From an optimization exercise on the open Yosys and OpenROAD flow, aimed at small area, a short achievable clock period and few clock cycles; shortcuts taken in it are not production practice.
In this exercise RTL edits were held to simulation tests only and were not proved equivalent to the original.

==> flow/config.mk <==
export PLATFORM = sky130hd
export DESIGN_NAME = MulDivUnit
export DESIGN_NICKNAME = MulDivUnit
export VERILOG_FILES = /design/flow/design.v
export SDC_FILE = /design/flow/constraint.sdc
export NUM_CORES = 4
export LEC_CHECK = 0
export CAP_MARGIN = 20
export CORE_MARGIN = 2
export CORE_UTILIZATION = 40
export SLEW_MARGIN = 20
==> flow/constraint.sdc <==
create_clock -name core_clock -period 10.0 [get_ports {clk}]
set_input_delay 2.0000 -clock core_clock [delete_from_list [all_inputs] [get_ports {clk}]]
set_output_delay 2.0000 -clock core_clock [all_outputs]
set_load 0.01 [all_outputs]
==> flow/design.v <==
package BasicTypes;
localparam TRUE  = 1'b1;
localparam FALSE = 1'b0;
localparam DATA_WIDTH = 32;
typedef logic [DATA_WIDTH-1:0] DataPath;
endpackage
package OpFormatTypes;
typedef enum logic [1:0]     
{
    AC_MUL    = 2'b00,     
    AC_MULH   = 2'b01,     
    AC_MULHSU = 2'b10,     
    AC_MULHU  = 2'b11      
} IntMUL_Code;
typedef enum logic [1:0]     
{
    AC_DIV    = 2'b00,     
    AC_DIVU   = 2'b01,     
    AC_REM    = 2'b10,     
    AC_REMU   = 2'b11      
} IntDIV_Code;
endpackage
module SignExtender #( 
    parameter BIT_WIDTH = 32
)(
    input  logic [   BIT_WIDTH-1:0 ] in, 
    input  logic sign,
    output logic [   BIT_WIDTH:0 ] out
);
    always_comb begin
        if (sign) begin
            out = {in[BIT_WIDTH-1], in};
        end
        else begin
            out = {1'b0, in};
        end
    end    
endmodule : SignExtender
module PipelinedMultiplier #(
    parameter BIT_WIDTH = 32,
    parameter PIPELINE_DEPTH = 3
)(
    input  logic clk, stall,
    input  logic [   BIT_WIDTH-1:0 ] srcA,
    input  logic [   BIT_WIDTH-1:0 ] srcB,
    input  logic signA,
    input  logic signB,
    output logic [ 2*BIT_WIDTH-1:0 ] dst
);
    localparam RESULT_PIPELINE_DEPTH = PIPELINE_DEPTH - 2;
    logic signed [ 2*BIT_WIDTH+1:0 ] pipeReg [RESULT_PIPELINE_DEPTH];  
    logic signed [ 2*BIT_WIDTH+1:0 ] mulResult;
    logic signed [ BIT_WIDTH:0 ] exSrcA;
    logic signed [ BIT_WIDTH:0 ] exSrcB;
    logic signed [ BIT_WIDTH:0 ] exSrcA_Reg;
    logic signed [ BIT_WIDTH:0 ] exSrcB_Reg;
    SignExtender #( 
        .BIT_WIDTH(BIT_WIDTH) 
    ) signExtenderA (
        .in(srcA),
        .sign(signA),
        .out(exSrcA)
    );
    SignExtender #( 
        .BIT_WIDTH(BIT_WIDTH) 
    ) signExtenderB (
        .in(srcB),
        .sign(signB),
        .out(exSrcB)
    );
    always_comb begin
        mulResult = exSrcA_Reg * exSrcB_Reg;    
        dst = pipeReg[RESULT_PIPELINE_DEPTH-1][2*BIT_WIDTH-1:0];
    end
    always_ff @(posedge clk) begin
        if (stall) begin
            exSrcA_Reg <= exSrcA_Reg;
            exSrcB_Reg <= exSrcB_Reg;
            for ( int i = 0; i < RESULT_PIPELINE_DEPTH; i++) begin
                pipeReg[i] <= pipeReg[i];
            end
        end
        else begin
            exSrcA_Reg <= exSrcA;
            exSrcB_Reg <= exSrcB;
            pipeReg[0] <= mulResult;
            for ( int i = 1; i < RESULT_PIPELINE_DEPTH; i++) begin
                pipeReg[i] <= pipeReg[i-1];
            end
        end
    end
endmodule : PipelinedMultiplier
import BasicTypes::*;
import OpFormatTypes::*;
module PipelinedMultiplierUnit #( 
    parameter BIT_WIDTH = 32,
    parameter PIPELINE_DEPTH = 3
)( 
    input logic clk, stall,
    input BasicTypes::DataPath fuOpA_In,
    input BasicTypes::DataPath fuOpB_In,
    input logic getUpper,  
    input OpFormatTypes::IntMUL_Code mulCode,
    output BasicTypes::DataPath dataOut
);
    logic [ PIPELINE_DEPTH-2:0 ] pipeRegGetUpper;
    logic [ 1:0 ] pipeRegMulCode [ PIPELINE_DEPTH-1 ];
    logic [ 2*DATA_WIDTH-1:0 ] mulResult;
    logic signed [ DATA_WIDTH-1:0 ] fuOpA_signed;
    logic signed [ DATA_WIDTH-1:0 ] fuOpB_signed;
    logic fuOpA_sign;
    logic fuOpB_sign;
    logic signA;
    logic signB;
    logic [ DATA_WIDTH-1:0 ] srcA;
    logic [ DATA_WIDTH-1:0 ] srcB;
    PipelinedMultiplier #( 
        .BIT_WIDTH( DATA_WIDTH ),
        .PIPELINE_DEPTH( PIPELINE_DEPTH )
    ) mul (
        .clk( clk ),
        .stall( stall ),
        .srcA(srcA),
        .srcB(srcB),
        .signA(signA),
        .signB(signB),
        .dst(mulResult)
    );
    always_comb begin
        if ( mulCode == AC_MULHU ) begin
            signA = '0;
        end
        else begin
            signA = '1;
        end
        if ( (mulCode == AC_MULHU) || (mulCode == AC_MULHSU) ) begin
            signB = '0;
        end
        else begin
            signB = '1;
        end
        srcA = fuOpA_In;
        srcB = fuOpB_In;
    end
    always_comb begin
        if ( pipeRegGetUpper[ PIPELINE_DEPTH-2 ] ) begin
            dataOut = mulResult[ 2*DATA_WIDTH-1:DATA_WIDTH ];
        end
        else begin
            dataOut = mulResult[ DATA_WIDTH-1:0 ];
        end
    end
    always_ff @(posedge clk) begin
        if ( stall ) begin
            for ( int i = 0; i < PIPELINE_DEPTH-1; i++) begin
                pipeRegGetUpper[i] <= pipeRegGetUpper[i];
                pipeRegMulCode[i] <= pipeRegMulCode[i];
            end
        end
        else begin
            pipeRegGetUpper[0] <= getUpper;
            pipeRegMulCode[0]  <= mulCode;
            for ( int i = 1; i < PIPELINE_DEPTH-1; i++) begin
                pipeRegGetUpper[i] <= pipeRegGetUpper[i-1];
                pipeRegMulCode[i] <= pipeRegMulCode[i-1];
            end
        end
    end
endmodule : PipelinedMultiplierUnit
import BasicTypes::*;
module QuickDivider(
    input logic clk, rst,          
    input logic req,               
    input BasicTypes::DataPath dividend,
    input BasicTypes::DataPath divisor,
    input logic isSigned,           
    output logic finished,
    output BasicTypes::DataPath quotient,
    output BasicTypes::DataPath remainder
);
    parameter DIVIDER_WIDTH = DATA_WIDTH + 1;
    typedef logic [DIVIDER_WIDTH-1:0] DividerPath;
    function automatic logic [$clog2(DIVIDER_WIDTH+1)-1:0] CountSignificantBits(
    input
        DividerPath dividend
    );
        CountSignificantBits = 1;
        for (int i = 0; i <= DIVIDER_WIDTH-2; ++i) begin
            if (dividend[DIVIDER_WIDTH-1] != dividend[i]) begin
                CountSignificantBits = i + 2;
            end
        end
    endfunction
    parameter MAX_LOOP_COUNT = DATA_WIDTH + 1;
    parameter DATA_MINUS_ONE = (1 << DATA_WIDTH) - 1;
    parameter DATA_MINIMUM = (1 << (DATA_WIDTH - 1));
    DividerPath regZ, nextZ;   
    DividerPath regD, nextD;   
    DividerPath regQ, nextQ;   
    DividerPath regR, nextR;   
    logic regSigned, nextSigned;  
    logic [$clog2(MAX_LOOP_COUNT+1)-1:0] regCounter, nextCounter;
    typedef enum logic[1:0]
    {
        PHASE_FINISHED = 0,      
        PHASE_FIRSTBIT = 1,      
        PHASE_PROCESSING = 2,    
        PHASE_COMPENSATING = 3   
    } Phase;
    Phase regPhase, nextPhase;
    always_ff @(posedge clk) begin
        if (rst) begin
            regZ <= 0;
            regD <= 0;
            regQ <= 0;
            regR <= 0;
            regPhase <= PHASE_FINISHED;
            regCounter <= 0;
            regSigned <= FALSE;
        end
        else begin
            regZ <= nextZ;
            regD <= nextD;
            regQ <= nextQ;
            regR <= nextR;
            regPhase <= nextPhase;
            regCounter <= nextCounter;
            regSigned <= nextSigned;
        end
    end
    always_comb begin
        finished = (regPhase == PHASE_FINISHED) ? TRUE : FALSE;
        if (req) begin
            if (isSigned) begin
                nextZ = dividend[DATA_WIDTH - 1] ? {1'b1, dividend} : {1'b0, dividend};
                nextD = divisor[DATA_WIDTH - 1] ? {1'b1, divisor} : {1'b0, divisor};
            end
            else begin
                nextZ = {1'b0, dividend};
                nextD = {1'b0, divisor};
            end
            nextQ = 0;
            nextR = nextZ[DIVIDER_WIDTH-1] ? -1 : 0;
            nextSigned = isSigned;
            nextPhase = PHASE_FIRSTBIT;
            nextCounter = CountSignificantBits(nextZ);
        end
        else begin 
            nextZ = regZ;
            nextD = regD;
            nextQ = regQ;
            nextR = regR;
            nextSigned = regSigned;
            nextCounter = regCounter;
            if (regPhase == PHASE_FIRSTBIT) begin
                nextR = (regR << 1) | regZ[regCounter - 1];
                if (regR[DIVIDER_WIDTH-1] != regD[DIVIDER_WIDTH-1]) begin
                    nextR += regD;
                    nextQ = -1;
                end
                else begin
                    nextR -= regD;
                    nextQ = 0;
                end
                nextCounter = regCounter - 1;
                nextPhase = (nextCounter == 0) ? PHASE_COMPENSATING : PHASE_PROCESSING;
            end
            else if (regPhase == PHASE_PROCESSING) begin
                nextR = (regR << 1) | regZ[regCounter - 1];
                if (regR[DIVIDER_WIDTH-1] != regD[DIVIDER_WIDTH-1]) begin
                    nextR += regD;
                    nextQ = regQ << 1;
                end
                else begin
                    nextR -= regD;
                    nextQ = (regQ << 1) | 1;
                end
                nextCounter = regCounter - 1;
                nextPhase = (nextCounter == 0) ? PHASE_COMPENSATING : PHASE_PROCESSING;
            end
            else if (regPhase == PHASE_COMPENSATING) begin
                nextQ = (regQ << 1) + 1;
                nextR = regR;
                if (regR == 0) begin
                end 
                else begin
                    if (regR == regD) begin
                        nextR -= regD;
                        nextQ += 1;
                    end
                    else if (regR == -regD) begin
                        nextR += regD;
                        nextQ -= 1;
                    end
                    else if (regR[DIVIDER_WIDTH-1] != regZ[DIVIDER_WIDTH-1]) begin
                        if (regR[DIVIDER_WIDTH-1] != regD[DIVIDER_WIDTH-1]) begin
                            nextR += regD;
                            nextQ -= 1;
                        end
                        else begin
                            nextR -= regD;
                            nextQ += 1;
                        end
                    end
                end
                if (regD == 0) begin
                    nextQ = -1;
                    nextR = regZ;
                end
                else if (regSigned && regZ == DATA_MINIMUM && regD == DATA_MINUS_ONE) begin 
                    nextQ = regZ;
                    nextR = 0;
                end
                nextPhase = PHASE_FINISHED;
            end
            else begin   
                nextPhase = regPhase;
            end
        end
        quotient = regQ;
        remainder = regR;
    end
endmodule : QuickDivider
import BasicTypes::*;
import OpFormatTypes::*;
module DividerUnit (
    input logic clk, rst,
    input logic req,
    input BasicTypes::DataPath fuOpA_In,
    input BasicTypes::DataPath fuOpB_In,
    input OpFormatTypes::IntDIV_Code divCode,
    output logic finished,
    output BasicTypes::DataPath dataOut
);
    logic regIsSigned, nextIsSigned;
    BasicTypes::DataPath regDividend, nextDividend;
    BasicTypes::DataPath regDivisor, nextDivisor;
    OpFormatTypes::IntDIV_Code regDivCode, nextDivCode;
    BasicTypes::DataPath quotient, remainder;
    QuickDivider div ( 
        .clk( clk ),
        .rst( rst ),
        .req ( req ),
        .dividend ( nextDividend ),
        .divisor ( nextDivisor ),
        .isSigned ( nextIsSigned ),
        .finished ( finished ),
        .quotient ( quotient ),
        .remainder ( remainder )
    );
    always_ff @(posedge clk) begin
        if (rst) begin
            regIsSigned <= FALSE;
            regDividend <= '0;
            regDivisor <= '0;
            regDivCode <= AC_DIV;
        end
        else begin
            regIsSigned <= nextIsSigned;
            regDividend <= nextDividend;
            regDivisor <= nextDivisor;
            regDivCode <= nextDivCode;
        end
    end
    always_comb begin
        if (req) begin
            if (divCode == AC_DIVU || divCode == AC_REMU) begin
                nextIsSigned = FALSE;
            end
            else begin
                nextIsSigned = TRUE;
            end
            nextDividend = fuOpA_In;
            nextDivisor = fuOpB_In;
            nextDivCode = divCode;
        end
        else begin
            nextIsSigned = regIsSigned;
            nextDividend = regDividend;
            nextDivisor = regDivisor;
            nextDivCode = regDivCode;
        end
        if (regDivCode == AC_DIV || regDivCode == AC_DIVU) begin
            dataOut = quotient;
        end
        else begin
            dataOut = remainder;
        end
    end
endmodule : DividerUnit
import BasicTypes::*;
import OpFormatTypes::*;
module MulDivUnit (
    input logic clk,
    input logic rst,
    input logic stall,
    input logic [DATA_WIDTH-1:0] dataInA,
    input logic [DATA_WIDTH-1:0] dataInB,
    input logic mulGetUpper,
    input logic [1:0] mulCode,
    input logic [1:0] divCode,
    input logic divReset,
    input logic divResetFromCI_Stage,
    input logic divReq,
    input logic divAcquire,
    input logic divRelease,
    output logic [DATA_WIDTH-1:0] mulDataOut,
    output logic [DATA_WIDTH-1:0] divDataOut,
    output logic divFinished,
    output logic divBusy,
    output logic divReserved,
    output logic divFree
);
    localparam MULDIV_STAGE_DEPTH = 3;
    PipelinedMultiplierUnit #(
        .BIT_WIDTH(DATA_WIDTH),
        .PIPELINE_DEPTH(MULDIV_STAGE_DEPTH)
    ) mulUnit (
        .clk(clk),
        .stall(stall),
        .fuOpA_In(dataInA),
        .fuOpB_In(dataInB),
        .getUpper(mulGetUpper),
        .mulCode(mulCode),
        .dataOut(mulDataOut)
    );
    typedef enum logic[1:0]
    {
        DIVIDER_PHASE_FREE       = 0,   
        DIVIDER_PHASE_RESERVED   = 1,   
        DIVIDER_PHASE_PROCESSING = 2,   
        DIVIDER_PHASE_WAITING    = 3    
    } DividerPhase;
    DividerPhase regPhase;
    DividerPhase nextPhase;
    logic finished;
    DividerUnit divUnit(
        .clk(clk),
        .rst(rst),
        .req(divReq),
        .fuOpA_In(dataInA),
        .fuOpB_In(dataInB),
        .divCode(divCode),
        .finished(finished),
        .dataOut(divDataOut)
    );
    always_ff @(posedge clk) begin
        if (rst) begin
            regPhase <= DIVIDER_PHASE_FREE;
        end
        else begin
            regPhase <= nextPhase;
        end
    end
    always_comb begin
        nextPhase = regPhase;
        case (regPhase)
        default: begin
            nextPhase = DIVIDER_PHASE_FREE;
        end
        DIVIDER_PHASE_FREE: begin
            if (divAcquire) begin
                nextPhase = DIVIDER_PHASE_RESERVED;
            end
        end
        DIVIDER_PHASE_RESERVED: begin
            if (divReq) begin
                nextPhase = DIVIDER_PHASE_PROCESSING;
            end
        end
        DIVIDER_PHASE_PROCESSING: begin
            if (finished) begin
                nextPhase = DIVIDER_PHASE_WAITING;
            end
        end
        DIVIDER_PHASE_WAITING: begin
            if (divRelease) begin
                nextPhase = DIVIDER_PHASE_FREE;
            end
        end
        endcase  
        if (divReset) begin
            nextPhase = DIVIDER_PHASE_FREE;
        end
        if (divResetFromCI_Stage) begin
            nextPhase = DIVIDER_PHASE_FREE;
        end
        divFree     = nextPhase == DIVIDER_PHASE_FREE ? TRUE : FALSE;
        divFinished = regPhase == DIVIDER_PHASE_WAITING ? TRUE : FALSE;
        divBusy     = regPhase == DIVIDER_PHASE_PROCESSING ? TRUE : FALSE;
        divReserved = regPhase == DIVIDER_PHASE_RESERVED ? TRUE : FALSE;
    end  
endmodule
==> flow/run.sh <==
#!/bin/bash
# synth_recipe.tcl (not shown) runs the flow's synth.tcl, then flattens the netlist and writes it again
# the make line also repeats each setting of config.mk as NAME=value (left out here)
make -C /OpenROAD-flow-scripts/flow DESIGN_CONFIG=/design/flow/config.mk WORK_HOME=/design/flow/orfs CLKGATE_MAP_FILE= SYNTH_SCRIPT=/design/flow/synth_recipe.tcl finish
==> run summary <==
routing by layer:
layer	share of wire (%)	GRT usage [%]	vias to the layer above	routed length, um
met5	0.033	0	-	64
met2	46	41.5	1892	90200
met4	4.6	10.7	10	9090
li1	-	-	20400	-
met3	7.8	4.16	437	15300
met1	41	34.8	23600	80900
cells in the mapped netlist (35+ instances only):
cell type	count
inv_1	1212
fa_1	1128
nand2_1	692
and2_1	559
clkbuf_1	326
ha_1	319
a21oi_1	293
nor2_1	225
dfxtp_1	175
o21ai_0	163
xnor2_1	151
edfxtp_1	132
nand2b_1	89
mux2i_1	77
nand3_1	73
nor3_1	69
mux2_2	66
xor2_1	61
a21o_1	59
nor2b_1	58
nor4_1	45
a31oi_1	42
or3_1	35
flip-flops by register name, summed over array words and instances, names as in the netlist:
name	count
regPhase	2
divUnit.regIsSigned	1
divUnit.div.regQ	32
divUnit.div.regCounter	6
mulUnit.mul.exSrcA_Reg	33
divUnit.div.regPhase	2
divUnit.div.regD	33
mulUnit.mul.exSrcB_Reg	33
divUnit.div.regSigned	1
mulUnit.mul.pipeReg	64
mulUnit.pipeRegGetUpper	2
divUnit.div.regZ	33
divUnit.regDividend	31
divUnit.regDivCode	1
divUnit.div.regR	33
critical path, cell delays in order, from the launching register on:
cell	delay, ns
edfxtp_1	0.93
buf_4	0.34
and2_1	0.17
fa_1	0.44
fa_1	0.43
fa_1	0.54
inv_1	0.05
fa_1	0.47
fa_1	0.51
inv_1	0.05
fa_1	0.50
fa_1	0.50
inv_1	0.05
fa_1	0.47
inv_1	0.04
ha_1	0.35
nand3_1	0.14
or3_1	0.39
or4_1	0.61
a211oi_1	0.44
a211o_1	0.25
a31oi_1	0.26
o31ai_1	0.57
a41oi_1	0.25
nor2_1	0.15
a211oi_1	0.05
cell families (layout without fill, tap and decap cells):
kind of cell             count (synthesis)  count (layout)
AND/OR/NAND/NOR                       1980            1980
buffers and inverters                 1569            1566
XOR/XNOR                               212             212
flip-flops                             307             307
multiplexers                           154             154
adder cells (fa/ha/maj)               1447            1447
other                                    0               1
AO/OA/AOI/OAI                          862             862
area by class of cell:
type | instances | share of cell area (%)
multi-input cells | 4655 | 71.4
diodes | 1 | 0.00389
clock buffers | 47 | 1.68
well taps | 1930 | 3.76
clock inverters | 30 | 0.607
inverters | 1212 | 7.08
flip-flops and latches | 307 | 11.6
repair buffers | 277 | 3.90
through the flow:
| step | utilization [%] | hold WS, ns | instances | setup slack, ns |
|---|---|---|---|---|
| after global routing | 43.6 | 0.441 | 8458 | 0.256 |
| after detailed placement | 42.5 | 0.406 | 8374 | 0.765 |
| final | 43.6 | 0.418 | 8459 | 0.762 |
| after CTS | 43.5 | 0.420 | 8451 | 0.740 |
| after floorplan | - | 0.400 | 6531 | 2.03 |
| after global placement | 42.5 | 0.407 | 8372 | 0.917 |
final timing paths:
kind	from	slack, ns	depth (start not counted)	to
max	mulUnit.mul.exSrcB_Reg[7]	0.76	25	mulUnit.mul.pipeReg[0][62]
min	mulUnit.pipeRegGetUpper[0]	0.42	0	mulUnit.pipeRegGetUpper[1]
max reg2reg	mulUnit.mul.exSrcB_Reg[7]	0.76	25	mulUnit.mul.pipeReg[0][62]
min reg2reg	mulUnit.pipeRegGetUpper[0]	0.42	0	mulUnit.pipeRegGetUpper[1]
==> run summary <==
area delta synth->final=8.52%; Clock Tree Buf Depth=3; I/O pin total=145; gpl congestion=0.972; Compound-Gate Fraction of Synth Area=9.41%; clock root buffer=clkbuf_16; buffers added on ports=144; Fin. Hold Viols=0; Cell Rows=141; drt total wl=196000 um; unrepaired setup endpoints after global routing=false; syn_area_per_cell=9.07 um^2; Routed Antenna Nets=0; FMAX=0.108 GHz; Placed Instance Area=62700 um^2; First-pass DRT Iterations=5; synthesized area=59300 um^2; Initial Util=40.2%; Critical Setup Path Class=reg -> reg; post_cts resized=0; Worst Path Arrival=9.61 ns; Register Area=7470 um^2; Slew headroom=14.4%; Worst Clk Skew=0.0559 ns; sequential area share after synthesis=12.6%; iteration-0 DRC count of the detailed router=4068; layout net count=8019; Core Region=147000 um^2; top cells by area, synth=fa_1, inv_1, ha_1; setup TNS=0 ns; Yosys Warn Count=8; library cells used by synthesis=90; proportion of layout cells with a drive suffix above 1=5.01%; Post-CTS Repair Setup Buffers=0; initial antenna violation count=9; Die Width=389 um; EDFF count, synth=132; TritonCTS clock tree=done; vias in the first global route=48000; cts hold-fix bufs=0; largest family of logic cells by synthesized area=adder cells; xor/xnor share of the synthesized area=3.13%; max-slew violations=0; Slew @ Worst Pin=1.27 ns; first-pass GRT wire length=297000 um; die footprint=151000 um^2; syn nets=8055; final instance area=64300 um^2; dpl hpwl=158000 um; H-tree depth reported by CTS=2; pin count of the biggest net entering global routing=111; Setup violations, final=0; Synth Area in Adders=44.8%; multi-input logic area=45900 um^2; clk sinks=307; worst skew pair latency=0.66 ns; period utilization=92.4%; DR WL/cell=23.1 um; remaining global-route overflow=0; outcome=no timing/DRC/antenna violations; via count=46400; global-route usage over all layers=25.9%; ys async rst share=0%; launching element type of the critical path=flop; Synth area leader=fa_1; Cells after Synth=6531; Worst EP required=10.37 ns; most frequent cells in the layout=inv_1, fa_1, nand2_1, and2_1, ha_1; detailed-route DRC error count=0; HP Class=reg -> reg; area fraction of the dominant cell type after synthesis=38.1%; clock period minus final worst setup slack=9.24 ns; fill count=14400; number of vias per cell=5.48; endpoint class of the critical path=flop; Num CTS Buffers=42; multiplexer share of the synthesized area=2.92%; most common cell after layout, fill and taps aside=inv_1; Max Fanout on Critical Path=20; Max-Cap Viols=0; Simple-Gate Fraction of Synth Area=17.1%; clock-pin slew on the worst setup and hold paths=0.06 ns; dominant synthesized flop cell=dfxtp_1; Die Height=389 um; post-synthesis sequential element count=307
Testbench counts, summed over its fixed seeds: cycles 59,690.

==> port drivers added, routing unchanged <==
No port has a modelled driver above. Below, the same layout with a new extraction and two added sets of constraints.
Step 1, drivers: a clkbuf_16 drives clk and a buf_2 each remaining input, both assumed.
Step 2 times the ports against the registers' clock, not the clock port: input delays grow and output delays shrink by t, the midpoint of the rising clock arrivals with the driver on.
Slacks: ideal / step 1 / step 2; pairs: ideal / step 1.
shift t [ns]: 0.714
slack for setup (ns): 0.762 / 0.762 / 0.762
slew at the worst register clock pin (ns): 0.09 / 0.09
After both steps setup and hold are still met in this run. For this run, drivers alone change the setup slack by 0.000 ns; drivers and shift together by 0.000 ns.
